What follows belongs to an exercise in optimizing a design on an open flow for small area and a short achievable clock period; a production flow would make more cautious choices. In this exercise RTL edits were held to simulation tests only and were not proved equivalent to the original. Power figures rest on the tool's default switching activity, not on a simulated workload.

== the baseline ==
## mips_single
module mips_single( clk, rst, imem_addr, imem_rdata, dmem_addr, dmem_wdata, dmem_we, dmem_re, dmem_rdata );
For scale: ~4000 cells after synthesis, roughly 1400 flip-flops, roughly 160 I/O pins.
Settings: LEC_CHECK=0, CAP_MARGIN=10, CORE_MARGIN=2, CORE_UTILIZATION=50, CTS_CLUSTER_DIAMETER=100, CTS_CLUSTER_SIZE=24, PLACE_DENSITY=0.7, SLEW_MARGIN=10, SYNTH_HIERARCHICAL=1; clock period 16.0 ns.
standard.sh (not shown) runs the stock make flow with config.mk's settings and CLKGATE_MAP_FILE= SYNTH_SCRIPT=/design/flow/synth_recipe.tcl, a recipe that flattens the netlist after the stock synthesis.
==> flow/flow/run.sh <==
#!/bin/bash
# Own flow: the standard layout (standard synthesis unchanged, same constraints), with
#  - the timing repair steps asked to reach a setup margin, so that they size and buffer the
#    critical paths instead of stopping at the clock period;
#  - every input and output port still buffered, with buf_2 rather than the default delay cell.
# Each tool's log stays under orfs/logs here; make's own output goes to run_make.log.
set -euo pipefail
bash standard.sh SETUP_SLACK_MARGIN=11.7 "BUFFER_PORTS_ARGS=-buffer_cell sky130_fd_sc_hd__buf_2" finish > run_make.log 2>&1
[inputs] the candidate vs the baseline
diff --git a/flow/flow/run.sh b/flow/flow/run.sh
--- a/flow/flow/run.sh
+++ b/flow/flow/run.sh
@@ -6,3 +6,3 @@
 # Each tool's log stays under orfs/logs here; make's own output goes to run_make.log.
 set -euo pipefail
-bash standard.sh SETUP_SLACK_MARGIN=11.7 "BUFFER_PORTS_ARGS=-buffer_cell sky130_fd_sc_hd__buf_2" finish > run_make.log 2>&1
+bash standard.sh SETUP_SLACK_MARGIN=11.5 "BUFFER_PORTS_ARGS=-buffer_cell sky130_fd_sc_hd__buf_2" finish > run_make.log 2>&1
Results
The candidate finished every stage and its layout cleared the timing, DRC and antenna checks. Global-route total usage across every layer, the baseline and the candidate: larger value in the baseline. Area overhead of the layout relative to synthesis in the candidate is 2.7 points below the baseline. Reported for the baseline and the candidate, number of instances on the worst hold path turned out identical to the last digit.

---

job 101:
Another version of the RTL of mips_single (not shown whole).
Size in the first run: ~4,000 cells after synthesis, roughly 160 I/O pins, roughly 60,000 µm² of cells after synthesis.
clock: 16.0 ns
lec_check: 0
cap_margin: 10
core_margin: 2
core_utilization: 60
cts_cluster_diameter: 100
cts_cluster_size: 24
place_density: 0.7
slew_margin: 10
synth_hierarchical: 1
==> flow/flow/run.sh <==
#!/bin/bash
# Own flow: the standard layout (standard synthesis unchanged, same constraints), with
#  - the timing repair steps asked to reach a setup margin, so that they size and buffer the
#    critical paths instead of stopping at the clock period;
#  - every input and output port still buffered, with buf_2 rather than the default delay cell.
# Each tool's log stays under orfs/logs here; make's own output goes to run_make.log.
set -euo pipefail
bash standard.sh SETUP_SLACK_MARGIN=11.5 "BUFFER_PORTS_ARGS=-buffer_cell sky130_fd_sc_hd__buf_2" finish > run_make.log 2>&1
Job 101 ran to completion and came out clean on the timing, DRC and antenna checks.
Input-level comparison between job 102 and job 101:
# job 101
export LEC_CHECK = 0
export CAP_MARGIN = 10
export CORE_MARGIN = 2
export CORE_UTILIZATION = 60
export CTS_CLUSTER_DIAMETER = 100
export CTS_CLUSTER_SIZE = 24
export PLACE_DENSITY = 0.7
export SLEW_MARGIN = 10
export SYNTH_HIERARCHICAL = 1
create_clock -name core_clock -period 16.0 [get_ports {clk}]
# job 102
export LEC_CHECK = 0
export CAP_MARGIN = 10
export CORE_MARGIN = 2
export CORE_UTILIZATION = 60
export CTS_CLUSTER_DIAMETER = 100
export CTS_CLUSTER_SIZE = 24
export PLACE_DENSITY = 0.8
export SLEW_MARGIN = 10
export SYNTH_HIERARCHICAL = 1
create_clock -name core_clock -period 16.0 [get_ports {clk}]
For area taken by multi-input logic gates, job 102 and job 101 come out practically identical. Any difference in area taken by flip-flops and latches between job 102 and job 101 is small enough to ignore. Comparing job 101 and job 102, the higher critical path depth was measured on job 102. Job 102: number of global-route vias before repair 505 above job 101. In the flow results for job 101 and job 102, the met1 track utilization from global routing is smaller on job 102.
Input changes introduced in job 103 (baseline for comparison: job 102):
# job 102
export LEC_CHECK = 0
export CAP_MARGIN = 10
export CORE_MARGIN = 2
export CORE_UTILIZATION = 60
export CTS_CLUSTER_DIAMETER = 100
export CTS_CLUSTER_SIZE = 24
export PLACE_DENSITY = 0.8
export SLEW_MARGIN = 10
export SYNTH_HIERARCHICAL = 1
create_clock -name core_clock -period 16.0 [get_ports {clk}]
# job 103
export LEC_CHECK = 0
export CAP_MARGIN = 10
export CORE_MARGIN = 2
export CORE_UTILIZATION = 50
export CTS_CLUSTER_DIAMETER = 100
export CTS_CLUSTER_SIZE = 24
export SLEW_MARGIN = 10
export SYNTH_HIERARCHICAL = 1
create_clock -name core_clock -period 16.0 [get_ports {clk}]
Results
Vias: job 103 fewer than job 102
[job 103] horizontal die dimension rose about 9% relative to job 102
| final period utilization | job 103 vs job 102 | 0.47 points lower |
When job 103 is measured against job 102, its detailed-placement wirelength estimate turns out 7.7% higher.
Measured against job 103, the detailed-routing wirelength on met1 of job 102 comes out at 0.835 times the reference value.
Job 103 against job 102: number of global-route vias before repair now smaller, final number of max-transition violations comparable, clock share of power now larger, number of resized instances in the post-cts repair step now larger.
## Diff of input files: job 104 against job 103
# job 103
export LEC_CHECK = 0
export CAP_MARGIN = 10
export CORE_MARGIN = 2
export CORE_UTILIZATION = 50
export CTS_CLUSTER_DIAMETER = 100
export CTS_CLUSTER_SIZE = 24
export SLEW_MARGIN = 10
export SYNTH_HIERARCHICAL = 1
create_clock -name core_clock -period 16.0 [get_ports {clk}]
# job 104
export LEC_CHECK = 0
export CAP_MARGIN = 10
export CORE_MARGIN = 2
export CORE_UTILIZATION = 50
export CTS_CLUSTER_DIAMETER = 100
export CTS_CLUSTER_SIZE = 24
export PLACE_DENSITY = 0.7
export SLEW_MARGIN = 10
export SYNTH_HIERARCHICAL = 1
create_clock -name core_clock -period 16.0 [get_ports {clk}]
## What came out
Compare job 103 and job 104 | share of total power consumed by net switching lower: job 104
Job 104 vs job 103: number of clock buffers in the layout down in job 104
Going from job 103 to job 104, the highest net fanout along the worst path was found to have gone up by 1.
Diff job 103 -> job 104: initial antenna violation count shrank by 3; final cell count held steady; part of the cycle the worst path needs held steady; core utilization held steady; global-route usage shrank by 2.0 points.
The lower final worst setup slack came out of job 104.
Diff job 103 -> job 104 | met3 track demand over resource | decrease of 0.36 points
Sequential share of layout area of job 104 is on par with job 103.
Modified inputs, job 105 compared to job 104
# job 104
export LEC_CHECK = 0
export CAP_MARGIN = 10
export CORE_MARGIN = 2
export CORE_UTILIZATION = 50
export CTS_CLUSTER_DIAMETER = 100
export CTS_CLUSTER_SIZE = 24
export PLACE_DENSITY = 0.7
export SLEW_MARGIN = 10
export SYNTH_HIERARCHICAL = 1
create_clock -name core_clock -period 16.0 [get_ports {clk}]
# job 105
export LEC_CHECK = 0
export CAP_MARGIN = 10
export CORE_MARGIN = 2
export CORE_UTILIZATION = 60
export CTS_CLUSTER_DIAMETER = 100
export CTS_CLUSTER_SIZE = 24
export SLEW_MARGIN = 10
export SYNTH_HIERARCHICAL = 1
create_clock -name core_clock -period 16.0 [get_ports {clk}]
--- outcome ---
Re number of instances in the synthesized netlist: no difference whatsoever between job 104 and job 105. Diff job 105..job 104 | count of final hold-check violations | unchanged. Wire length of the first global-routing pass: lower on job 104. Delta (job 105 minus job 104): via count rose by 872; logic depth of the worst path, buffers included now sits higher.

---

Another version of the RTL of mips_single (not shown whole).
For scale: ~1,400 flip-flops, roughly 160 I/O pins, about 60,000 um2 of cells after synthesis.
export LEC_CHECK = 0
export CAP_MARGIN = 20
export CORE_MARGIN = 2
export CORE_UTILIZATION = 70
export CTS_CLUSTER_DIAMETER = 100
export CTS_CLUSTER_SIZE = 24
export PLACE_DENSITY = 0.78
export SLEW_MARGIN = 20
export SYNTH_HIERARCHICAL = 1
create_clock -name core_clock -period 16.0 [get_ports {clk}]
Scripts as last shown in full above: flow/flow/run.sh
Next try:
CORE_UTILIZATION = 60   (was 70)
PLACE_DENSITY = not set   (was 0.78)
Effect: Non-clock buffer count fell by 18; core utilization fell by 11 points; final cell count rose by 2.3%; worst setup slack improves by 110 ps; first-iteration DRC count fell by 11%; via count fell by 0.73%; hold slack improves by 8.6 ps; power is about the same.
Next try:
==> flow/flow/run.sh (replaced) <==
#!/bin/bash
# Own flow: the standard layout (standard synthesis unchanged, same constraints), with the
# timing repair steps asked to reach a setup margin, so that they size and buffer the critical
# paths instead of stopping at the clock period. Each tool's log stays under orfs/logs here;
# make's own output goes to run_make.log.
set -euo pipefail
bash standard.sh SETUP_SLACK_MARGIN=11.5 finish > run_make.log 2>&1
Effect: The new run completed without violations; flip-flop and latch count is unchanged; final area came out higher by 2.0%; global-route usage came out lower by 0.49 points; count of clock-buffer cells in the layout stays the same; via count came out lower by 1.0%; register-to-register slack loses 80 ps; critical path depth came out higher by 2; non-clock buffer count came out higher by 61; combinational power came out higher by about 8%.

---

== job 2081 ==
mips_single with an RTL version that a note above also has.
For scale: ~4000 cells after synthesis, ~1400 flip-flops, ~60000 sq um of cells after synthesis.
// mips_single
module mips_single( clk, rst, imem_addr, imem_rdata, dmem_addr, dmem_wdata, dmem_we, dmem_re, dmem_rdata );
export LEC_CHECK = 0
export CAP_MARGIN = 10
export CORE_MARGIN = 2
export CORE_UTILIZATION = 40
export CTS_CLUSTER_DIAMETER = 100
export CTS_CLUSTER_SIZE = 24
export SLEW_MARGIN = 10
export SYNTH_HIERARCHICAL = 1
create_clock -name core_clock -period 16.0 [get_ports {clk}]
==> flow/flow/run.sh <==
#!/bin/bash
# Own flow: the standard layout (standard synthesis unchanged, same constraints), with
#  - the timing repair steps asked to reach a setup margin, so that they size and buffer the
#    critical paths instead of stopping at the clock period;
#  - every input and output port still buffered, with buf_2 rather than the default delay cell.
# Each tool's log stays under orfs/logs here; make's own output goes to run_make.log.
set -euo pipefail
bash standard.sh SETUP_SLACK_MARGIN=11.5 "BUFFER_PORTS_ARGS=-buffer_cell sky130_fd_sc_hd__buf_2" finish > run_make.log 2>&1
Job 2081: done, clean on timing, DRC and antenna
### job 2081 -> job 6209
Settings: CAP_MARGIN changed from 10 to 20; CORE_UTILIZATION changed from 40 to 60; SLEW_MARGIN changed from 10 to 20.
Notes after the runs:
Job 6209 ended up with a lower die area than job 2081 did.
Total clock network power: job 6209 vs job 2081 down about 3%
Of job 6209 and job 2081, job 2081 shows the lower post-route worst hold slack, with job 6209 above it.
[diff] design area, job 6209 relative to job 2081: improvement
Job 6209 | status: complete | timing, DRC, antenna: pass
Going from job 2081 to job 6209, the sequential fraction of total cell area was found to have gone up by 0.76 points.
In the flow results for job 6209 and job 2081, the fraction of power consumed by combinational cells is larger on job 6209.
Power dissipated by switching net loads: job 6209 better than job 2081
diff inputs: job 6209 => job 8848
Settings: swapping 20 for 10 in CAP_MARGIN; swapping 60 for 50 in CORE_UTILIZATION; putting PLACE_DENSITY at 0.7 where nothing was set; swapping 20 for 10 in SLEW_MARGIN; swapping 24 for 20 in CTS_CLUSTER_SIZE.
Notes after the runs:
Job 8848 reached the end of the flow, and the finished layout is clean on the timing, DRC and antenna checks. Per the comparison of job 8848 with job 6209, highest cell delay on the worst timing path +0.16 ns, average wire per cell in the routed design went down about 8%. Compared with job 6209, job 8848 improves worst setup timing slack at the placement stage. Looking at global-route wire length before repair across both flows, job 8848 is the stronger of the two, with job 6209 trailing. Comparing job 6209 against job 8848, there is no change at all in sequential cell count of the final layout. Summary of job 8848 over job 6209: power per cell area increased by about 1.3% relative to the old numbers; fraction of final layout cells with drive strength greater than 1 fell 0.46 points; routed wire length went down.

-- static timing again, ports no longer ideal --
In the flow no input, the clock included, has a driving cell. The finished layouts below were timed again as built, in two steps. Step 1 sets driving cells, clkbuf_16 on the clock port and buf_2 on the other inputs (assumed; they add their load-dependent delay and slew). Step 2, shift: input delay + t, output delay - t, t = (earliest + latest rising clock arrival at the registers) / 2. This alone moves slack from input paths to output paths. Three values: ideal ports, drivers, drivers and shift; two values: the first two.
| run | shift t [ns] | slack for setup (ns) | worst hold slack (ns) |
|---|---|---|---|
| the baseline | 0.755 | 11.570 / 11.496 / 11.087 | 0.419 / 0.419 / 0.419 |
| the candidate | 0.755 | 11.486 / 11.427 / 11.023 | 0.425 / 0.425 / 0.425 |
| job 101 | 0.758 | 11.519 / 11.447 / 10.996 | 0.415 / 0.415 / 0.415 |
| job 102 | 0.759 | 11.449 / 11.449 / 10.842 | 0.427 / 0.427 / 0.427 |
| job 103 | 0.762 | 11.524 / 11.449 / 10.869 | 0.403 / 0.403 / 0.403 |
| job 104 | 0.762 | 11.518 / 11.441 / 10.914 | 0.406 / 0.406 / 0.406 |
| job 105 | 0.764 | 11.461 / 11.426 / 11.069 | 0.416 / 0.416 / 0.416 |
| the first run of note 3 | 0.735 | 11.335 / 11.335 / 11.015 | 0.411 / 0.411 / 0.411 |
| the second run of note 3 | 0.773 | 11.445 / 11.442 / 10.901 | 0.420 / 0.420 / 0.420 |
| the third run of note 3 | 0.760 | 11.368 / 11.368 / 10.952 | 0.418 / 0.418 / 0.418 |
| job 2081 | 0.786 | 11.522 / 11.438 / 10.854 | 0.402 / 0.402 / 0.402 |
| job 6209 | 0.765 | 11.492 / 11.432 / 11.075 | 0.416 / 0.416 / 0.416 |
| job 8848 | 0.766 | 11.439 / 11.439 / 10.890 | 0.395 / 0.395 / 0.395 |
After both steps every run listed still meets setup and hold. For job 2081, which loses most, drivers alone change the setup slack by -0.084 ns; drivers and shift together by -0.668 ns.
